Context: an optimization exercise on an open-source flow, tuned for small area and a short achievable clock period. The choices shown serve that exercise and are no tape-out recipe. Only simulation tests tie the RTL to the original design; equivalence was not proved. The clock port is modelled as an ideal driver, which makes a skipped or thinned clock tree look cheaper than it is; a real chip needs a root buffer or a tree. Power and IR drop assume default switching activity.

Setup of red:
==> flow/design.v (excerpt) <==
module FIFO_DPRAM #(
   parameter      DATA_W      = 16,
   parameter      FIFO_DEPTH  = 64
)(
   input  wire    clk,
   input  wire    rst,
   input  wire    i_wr_en,
   input  wire    i_rd_en,
   output wire    o_empty,
   output wire    o_full,
   input  wire[DATA_W-1:0] i_data,
   output wire[DATA_W-1:0] o_data
);
localparam LO_N = 8;
localparam HI_N = FIFO_DEPTH / LO_N;
reg [LO_N-1:0] wr_lo;
reg [HI_N-1:0] wr_hi;
reg [LO_N-1:0] rd_lo;
reg [HI_N-1:0] rd_hi;
reg not_empty;
reg full;
reg[DATA_W-1:0] data_out;
wire[DATA_W-1:0] ram_data;
wire wr_acc;
wire rd_acc;
wire inc;
wire dec;
wire one;
wire almost_full;
wire not_empty_nxt;
wire full_nxt;
assign wr_acc  = i_wr_en && !full;
assign rd_acc  = i_rd_en && (not_empty || i_wr_en);
assign inc     = wr_acc && !rd_acc;
assign dec     = rd_acc && !wr_acc;
function [LO_N-1:0] rot_lo(input [LO_N-1:0] v);
   rot_lo = {v[LO_N-2:0], v[LO_N-1]};
endfunction
function [HI_N-1:0] rot_hi(input [HI_N-1:0] v);
   rot_hi = {v[HI_N-2:0], v[HI_N-1]};
endfunction
assign one         = (|(wr_lo & rot_lo(rd_lo))) &&
                     (rd_lo[LO_N-1] ? |(wr_hi & rot_hi(rd_hi)) : |(wr_hi & rd_hi));
assign almost_full = (|(rd_lo & rot_lo(wr_lo))) &&
                     (wr_lo[LO_N-1] ? |(rd_hi & rot_hi(wr_hi)) : |(rd_hi & wr_hi));
  ...
Size: roughly 3200 cells after synthesis, roughly 1100 flip-flops, about 38 I/O pins, ~40000 sq um of cells after synthesis.
clock: 8.0 ns
lec_check: 0
cap_margin: 20
core_margin: 2
core_utilization: 55
slew_margin: 20
synth_hierarchical: 1
synth_minimum_keep_size: 0
standard.sh (not shown) runs the stock make flow with config.mk's settings and CLKGATE_MAP_FILE= SYNTH_SCRIPT=/design/flow/synth_recipe.tcl, a recipe that flattens the netlist after the stock synthesis.
==> flow/flow/run.sh <==
#!/bin/bash
# Layout flow: the standard ORFS flow (standard.sh), with a tighter
# setup-repair target and a clock tree of larger sink clusters.
set -euo pipefail
bash standard.sh \
  SETUP_SLACK_MARGIN=5.3 \
  "CTS_ARGS=-sink_clustering_enable -repair_clock_nets -buf_list sky130_fd_sc_hd__clkbuf_16 -sink_clustering_size 24 -sink_clustering_max_diameter 70" \
  finish > orfs_flow.log 2>&1
red went all the way through the flow, and no timing, DRC or antenna check failed.
Input-level comparison between blue and red:
Settings: a change of CORE_UTILIZATION from 55 to 35; an added SETUP_SLACK_MARGIN of 5; an added CTS_CLUSTER_SIZE of 30.
==> flow/run.sh (new file) <==
#!/bin/bash
# synth_recipe.tcl (not shown) runs the flow's synth.tcl, then flattens the netlist and writes it again
# the make line also repeats each setting of config.mk as NAME=value (left out here)
make -C /OpenROAD-flow-scripts/flow DESIGN_CONFIG=/design/flow/config.mk WORK_HOME=/design/flow/orfs CLKGATE_MAP_FILE= SYNTH_SCRIPT=/design/flow/synth_recipe.tcl finish
removed: flow/flow/run.sh
removed: flow/standard.sh
[summary]
blue: flow completed, timing, DRC and antenna clean
In the metrics for red and blue, the one carrying the lower HPWL after detailed placement is blue.
red ended up with sky130_fd_sc_hd__a22o_1 as its most common cell after layout, fill and taps aside; blue ended up with sky130_fd_sc_hd__dfxtp_1.
When blue is measured against red, its arrival time at the worst endpoint turns out 0.10 ns higher.
blue ends up with lower core utilization than red does.
On blue: net switching power of the design is 17% higher than what red gave.
Across both runs, global-route usage was lower for blue than for red.
On post-placement cell area, the higher figure sits with blue, not red.
### blue -> green
Settings: CORE_UTILIZATION: 35 -> 55; SETUP_SLACK_MARGIN: 5 -> unset; CTS_CLUSTER_SIZE: 30 -> unset.
==> flow/flow/run.sh (new file) <==
#!/bin/bash
# Layout flow: the standard ORFS flow (standard.sh), with a tighter
# setup-repair target and a clock tree of larger sink clusters.
set -euo pipefail
bash standard.sh \
  SETUP_SLACK_MARGIN=5.45 \
  "CTS_ARGS=-sink_clustering_enable -repair_clock_nets -buf_list sky130_fd_sc_hd__clkbuf_16 -sink_clustering_size 24 -sink_clustering_max_diameter 70" \
  finish > orfs_flow.log 2>&1
==> flow/standard.sh (new file) <==
#!/bin/bash
# synth_recipe.tcl (not shown) runs the flow's synth.tcl, then flattens the netlist and writes it again
# the make line also repeats each setting of config.mk as NAME=value (left out here)
make -C /OpenROAD-flow-scripts/flow DESIGN_CONFIG=/design/flow/config.mk WORK_HOME=/design/flow/orfs CLKGATE_MAP_FILE= SYNTH_SCRIPT=/design/flow/synth_recipe.tcl "${@:-finish}"
removed: flow/run.sh
## What came out
Global routing usage summed across all routing layers (lower): blue. Minimum setup slack after placement (green over blue): decrease, 0.20 ns. Summary of green over blue: average detailed-routed wire length per instance rose by 16%, post-synthesis compound-gate area fraction stayed essentially flat, iteration-0 DRC count of the detailed router rose by 2.6%, multi-input combinational area share rose by 2.0 points. Max horizontal die dimension across blue and green: blue. green ends up with a final cell count that is about 13% lower than in blue. | final non-filler cell area | higher: blue |. Changes observed in green relative to blue: aggregate routed wire length up about 1.2%; overall die area lower.


## run A
Another version of the RTL of FIFO_DPRAM (not shown whole).
For scale: roughly 3300 cells after synthesis, ~1100 flip-flops, ~0.041 mm2 of cells after synthesis.
Settings: LEC_CHECK=0, CAP_MARGIN=20, CORE_MARGIN=2, CORE_UTILIZATION=65, SLEW_MARGIN=50, SYNTH_HIERARCHICAL=1, SYNTH_MINIMUM_KEEP_SIZE=0; clock period 8.0 ns.
==> flow/flow/run.sh <==
#!/bin/bash
# Layout flow: the standard ORFS flow (standard.sh), with a tighter
# setup-repair target and a two-level clock tree built by flow/cts.tcl in
# place of TritonCTS.
set -euo pipefail
bash standard.sh \
  SETUP_SLACK_MARGIN=5.6 \
  PRE_CTS_TCL="$PWD/flow/cts.tcl" \
  finish > orfs_flow.log 2>&1
==> flow/flow/cts.tcl <==
# Clock tree for this design, built in place of TritonCTS (sourced as
# PRE_CTS_TCL, it replaces the clock_tree_synthesis command that cts.tcl
# calls next). Two buffer levels: the clock port drives NROOT root buffers,
# each root drives the leaf buffers of its part of the die, and each leaf
# drives a compact cluster of about LEAF_N flip-flops. The tree is built the
# same way for every flip-flop; no register is given extra or less delay.

set ::my_cts_leaf_n  [expr {[info exists ::env(FLOW_CTS_LEAF_N)] ? $::env(FLOW_CTS_LEAF_N) : 24}]
set ::my_cts_nroot   [expr {[info exists ::env(FLOW_CTS_NROOT)] ? $::env(FLOW_CTS_NROOT) : 4}]
set ::my_cts_buf     sky130_fd_sc_hd__clkbuf_16

proc my_center {inst} {
  set bb [$inst getBBox]
  return [list [expr {([$bb xMin] + [$bb xMax]) / 2}] [expr {([$bb yMin] + [$bb yMax]) / 2}]]
}

# split items ({x y obj} lists) into groups of about size n: strips along y,
# then runs along x within each strip
proc my_split {items n} {
  set total [llength $items]
  set ngroups [expr {max(1, int(round(double($total) / $n)))}]
  set nstrips [expr {max(1, int(round(sqrt($ngroups))))}]
  set by_y [lsort -real -index 1 $items]
  set groups {}
  set start 0
  set left_groups $ngroups
  for {set s 0} {$s < $nstrips} {incr s} {
    set strips_left [expr {$nstrips - $s}]
    set g_here [expr {int(round(double($left_groups) / $strips_left))}]
    set items_left [expr {$total - $start}]
    set cnt [expr {($s == $nstrips - 1) ? $items_left : int(round(double($items_left) * $g_here / $left_groups))}]
    set strip [lsort -real -index 0 [lrange $by_y $start [expr {$start + $cnt - 1}]]]
    # serpentine is not needed: groups of one strip are runs along x
    set sstart 0
    for {set g 0} {$g < $g_here} {incr g} {
      set gl [expr {$g_here - $g}]
      set c [expr {($g == $g_here - 1) ? ($cnt - $sstart) : int(round(double($cnt - $sstart) / $gl))}]
      lappend groups [lrange $strip $sstart [expr {$sstart + $c - 1}]]
      incr sstart $c
    }
    incr start $cnt
    incr left_groups [expr {-$g_here}]
  }
  return $groups
}

proc my_centroid {group} {
  set sx 0.0; set sy 0.0
  foreach it $group { set sx [expr {$sx + [lindex $it 0]}]; set sy [expr {$sy + [lindex $it 1]}] }
  set n [llength $group]
  return [list [expr {int($sx / $n)}] [expr {int($sy / $n)}]]
}

proc my_make_buf {block master name x y} {
  set inst [odb::dbInst_create $block $master $name]
  set w [[$inst getMaster] getWidth]
  set h [[$inst getMaster] getHeight]
  $inst setLocation [expr {$x - $w / 2}] [expr {$y - $h / 2}]
  $inst setPlacementStatus PLACED
  return $inst
}

proc my_make_net {block name} {
  set net [odb::dbNet_create $block $name]
  $net setSigType CLOCK
  return $net
}

rename clock_tree_synthesis orfs_clock_tree_synthesis
proc clock_tree_synthesis {args} {
  set block [ord::get_db_block]
  set master [[ord::get_db] findMaster $::my_cts_buf]
  set clk_net [[$block findBTerm clk] getNet]
  set sinks {}
  foreach it [$clk_net getITerms] {
    lassign [my_center [$it getInst]] x y
    lappend sinks [list $x $y $it]
  }
  puts "my_cts: [llength $sinks] sinks"
  set leaves {}
  set i 0
  foreach group [my_split $sinks $::my_cts_leaf_n] {
    lassign [my_centroid $group] x y
    set buf [my_make_buf $block $master "clkbuf_leaf_$i" $x $y]
    set net [my_make_net $block "clknet_leaf_$i"]
    [$buf findITerm X] connect $net
    foreach s $group {
      set it [lindex $s 2]
      $it disconnect
      $it connect $net
    }
    lappend leaves [list $x $y $buf]
    incr i
  }
  puts "my_cts: $i leaf buffers"
  set nroot $::my_cts_nroot
  set per [expr {double([llength $leaves]) / $nroot}]
  set j 0
  foreach group [my_split $leaves $per] {
    lassign [my_centroid $group] x y
    set buf [my_make_buf $block $master "clkbuf_root_$j" $x $y]
    set net [my_make_net $block "clknet_root_$j"]
    [$buf findITerm X] connect $net
    [$buf findITerm A] connect $clk_net
    foreach s $group { [[lindex $s 2] findITerm A] connect $net }
    puts "my_cts: root $j drives [llength $group] leaves"
    incr j
  }
  set_propagated_clock [all_clocks]
}
Relative to run A, the following input files were edited for run B:
==> flow/flow/run.sh <==
#!/bin/bash
# Layout flow: the standard ORFS flow (standard.sh), with a tighter
# setup-repair target, the registers that drive the empty and full outputs
# moved next to their port buffers after placement (flow/place.tcl), and a
# two-level clock tree built by flow/cts.tcl in place of TritonCTS.
set -euo pipefail
bash standard.sh \
  SETUP_SLACK_MARGIN=5.45 \
  POST_DETAIL_PLACE_TCL="$PWD/flow/place.tcl" \
  PRE_CTS_TCL="$PWD/flow/cts.tcl" \
  finish > orfs_flow.log 2>&1
==> flow/flow/place.tcl (new file) <==
# Sourced as POST_DETAIL_PLACE_TCL. Each output port in FLOW_MOVE_PORTS is
# driven by a register (through its port buffer and at most a few inverters
# or buffers, each with no other load); move that chain next to the port
# buffer, so that the register drives a short wire and the port buffer drives
# the long one to the pin. Then legalize again.

proc my_driver {net} {
  foreach it [$net getITerms] {
    if {[$it isOutputSignal]} { return [$it getInst] }
  }
  return ""
}

proc my_move_chain {port} {
  set block [ord::get_db_block]
  set bterm [$block findBTerm $port]
  if {$bterm eq "NULL" || $bterm eq ""} { return }
  set pbuf [my_driver [$bterm getNet]]
  if {$pbuf eq ""} { return }
  lassign [$pbuf getLocation] x y
  set inst $pbuf
  for {set n 0} {$n < 4} {incr n} {
    set in ""
    foreach it [$inst getITerms] {
      if {[$it isInputSignal]} { set in $it; break }
    }
    if {$in eq ""} { return }
    set net [$in getNet]
    if {$net eq "NULL" || $net eq ""} { return }
    # only a chain: the net feeds nothing else
    if {[llength [$net getITerms]] != 2 || [llength [$net getBTerms]] != 0} { return }
    set drv [my_driver $net]
    if {$drv eq ""} { return }
    if {[[$drv getMaster] isSequential]} {
      puts "my_place: $port: moving [$drv getName] next to [$pbuf getName]"
      $drv setLocation $x $y
      return
    }
    set ni 0
    foreach it [$drv getITerms] { if {[$it isInputSignal]} { incr ni } }
    if {$ni != 1} { return }
    puts "my_place: $port: moving [$drv getName] next to [$pbuf getName]"
    $drv setLocation $x $y
    set inst $drv
  }
}

set ports [expr {[info exists ::env(FLOW_MOVE_PORTS)] ? $::env(FLOW_MOVE_PORTS) : "o_empty o_full"}]
foreach p $ports { my_move_chain $p }
detailed_placement
utl::info FLW 12 "Placement violations [check_placement -verbose]."
estimate_parasitics -placement
### Flow results
Run B ended up with rd_lo[7] as its worst setup path startpoint; run A ended up with FlagReg.not_empty. Register-to-register setup slack: lower on run B. Of the two values seen for library cell contributing the largest single delay on the critical path, sky130_fd_sc_hd__dfrtp_2 was produced by run A and sky130_fd_sc_hd__a222oi_1 by run B. Run B: area overhead of the layout relative to synthesis lower than run A. Between run B and run A, the difference in internal power component is negligible. When run B is measured against run A, its total number of cells along the worst setup path turns out 3 higher.
Here is what was changed in the inputs of run C compared with run B.
==> flow/flow/run.sh <==
#!/bin/bash
# Layout flow: the standard ORFS flow (standard.sh), with a tighter
# setup-repair target, the registers that drive the empty and full outputs
# moved next to their port buffers after placement (flow/place.tcl), and a
# two-level clock tree built by flow/cts.tcl in place of TritonCTS (leaf
# buffers clkbuf_8 with about 16 flip-flops each).
set -euo pipefail
export FLOW_CTS_LEAF_BUF=sky130_fd_sc_hd__clkbuf_8
export FLOW_CTS_LEAF_N=16
bash standard.sh \
  SETUP_SLACK_MARGIN=5.52 \
  POST_DETAIL_PLACE_TCL="$PWD/flow/place.tcl" \
  PRE_CTS_TCL="$PWD/flow/cts.tcl" \
  finish > orfs_flow.log 2>&1
diff --git a/flow/flow/cts.tcl b/flow/flow/cts.tcl
--- a/flow/flow/cts.tcl
+++ b/flow/flow/cts.tcl
@@ -9,4 +9,5 @@
 set ::my_cts_nroot   [expr {[info exists ::env(FLOW_CTS_NROOT)] ? $::env(FLOW_CTS_NROOT) : 4}]
 set ::my_cts_buf     sky130_fd_sc_hd__clkbuf_16
+set ::my_cts_leaf_buf [expr {[info exists ::env(FLOW_CTS_LEAF_BUF)] ? $::env(FLOW_CTS_LEAF_BUF) : $::my_cts_buf}]
 
 proc my_center {inst} {
@@ -71,4 +72,5 @@
   set block [ord::get_db_block]
   set master [[ord::get_db] findMaster $::my_cts_buf]
+  set leaf_master [[ord::get_db] findMaster $::my_cts_leaf_buf]
   set clk_net [[$block findBTerm clk] getNet]
   set sinks {}
@@ -82,5 +84,5 @@
   foreach group [my_split $sinks $::my_cts_leaf_n] {
     lassign [my_centroid $group] x y
-    set buf [my_make_buf $block $master "clkbuf_leaf_$i" $x $y]
+    set buf [my_make_buf $block $leaf_master "clkbuf_leaf_$i" $x $y]
     set net [my_make_net $block "clknet_leaf_$i"]
     [$buf findITerm X] connect $net
Findings:
Run C was carried through to the last stage, and its layout satisfied the timing, DRC and antenna checks.
Reported for run B and run C, die footprint turned out identical to the last digit.
[compare] base=run B new=run C: internal power of the cells lost 0.26 mW; maximum number of pins on one net before global-route repair neither gained nor lost much; net count of the finished layout picked up an extra about 1.1%.
A launch point of the worst path of rd_lo[7] is what run B shows, while rd_lo[2] belongs to run C.
Compared with run B, run C shows a maximum cell stage delay along the critical path that is 0.03 ns lower.
Utilization of the core after routing sits lower in run C than in run B.
Total power in run C is about 3% lower than in run B
For run D, these inputs were changed with respect to run C:
diff --git a/flow/flow/run.sh b/flow/flow/run.sh
--- a/flow/flow/run.sh
+++ b/flow/flow/run.sh
@@ -9,5 +9,5 @@
 export FLOW_CTS_LEAF_N=16
 bash standard.sh \
-  SETUP_SLACK_MARGIN=5.52 \
+  SETUP_SLACK_MARGIN=5.45 \
   POST_DETAIL_PLACE_TCL="$PWD/flow/place.tcl" \
   PRE_CTS_TCL="$PWD/flow/cts.tcl" \
Notes after the runs:
Against run C, run D reports a power in combinational cells that is higher. met3 demand-to-capacity share in global routing was lower in the run labelled run C. Run D completed end to end with timing, DRC and antenna clean. Sort run C and run D by clock period minus worst slack desc -> top: run D. Re mean routed wirelength per cell: run C and run D aren't equal, and the lower value belongs to run C. For number of cells in the finished layout apart from fillers, run D and run C come out practically identical. Run D reports its highest-delay cell along the critical path as sky130_fd_sc_hd__dfrtp_2 while run C reports sky130_fd_sc_hd__a222oi_1. Delta (run D minus run C): final setup slack of the worst path has decreased, wire length after detailed routing has increased, share of the clock period used by the worst path after layout has increased, internal power has remained practically unchanged.
No run of this note takes its clock network from TritonCTS; it comes from the design's own scripts or RTL.

## what the ideal ports hide
How much do the figures lean on ideal ports? The routed layouts below were timed once more, with nothing changed but the port constraints.
Step 1 (the two cells are an assumption about what drives the block):
set clk [get_ports {clk}]
set_driving_cell -lib_cell sky130_fd_sc_hd__clkbuf_16 $clk
set_driving_cell -lib_cell sky130_fd_sc_hd__buf_2 [delete_from_list [all_inputs] $clk]
Step 2 moves the port delays by t, midway between the first and last clock arrival at a register: inputs arrive t later, outputs are due t later. That takes back most of the time a late clock gives input paths.
a / b / c = ideal / step 1 / step 2; a / b = the first two.
| run | t, ns | slack for setup (ns) | hold slack, ns | clock arrival spread, ns |
|---|---|---|---|---|
| red | 0.726 | 5.016 / 5.016 / 4.614 | 0.477 / 0.477 / 0.477 | 0.047 / 0.048 |
| blue | 0.750 | 4.933 / 4.933 / 4.541 | 0.470 / 0.470 / 0.470 | 0.030 / 0.031 |
| green | 0.722 | 4.973 / 4.973 / 4.607 | 0.478 / 0.478 / 0.478 | 0.043 / 0.043 |
| run A | 0.571 | 5.331 / 5.192 / 5.052 | 0.479 / 0.479 / 0.479 | 0.036 / 0.036 |
| run B | 0.587 | 5.350 / 5.272 / 4.920 | 0.476 / 0.476 / 0.476 | 0.039 / 0.039 |
| run C | 0.580 | 5.404 / 5.285 / 4.977 | 0.479 / 0.479 / 0.479 | 0.026 / 0.026 |
| run D | 0.589 | 5.327 / 5.270 / 4.956 | 0.479 / 0.479 / 0.479 | 0.028 / 0.027 |
After both steps setup and hold are still met in every run listed. The setup slack of run B, which loses most, moves by -0.078 ns with the drivers and by -0.430 ns with both steps.
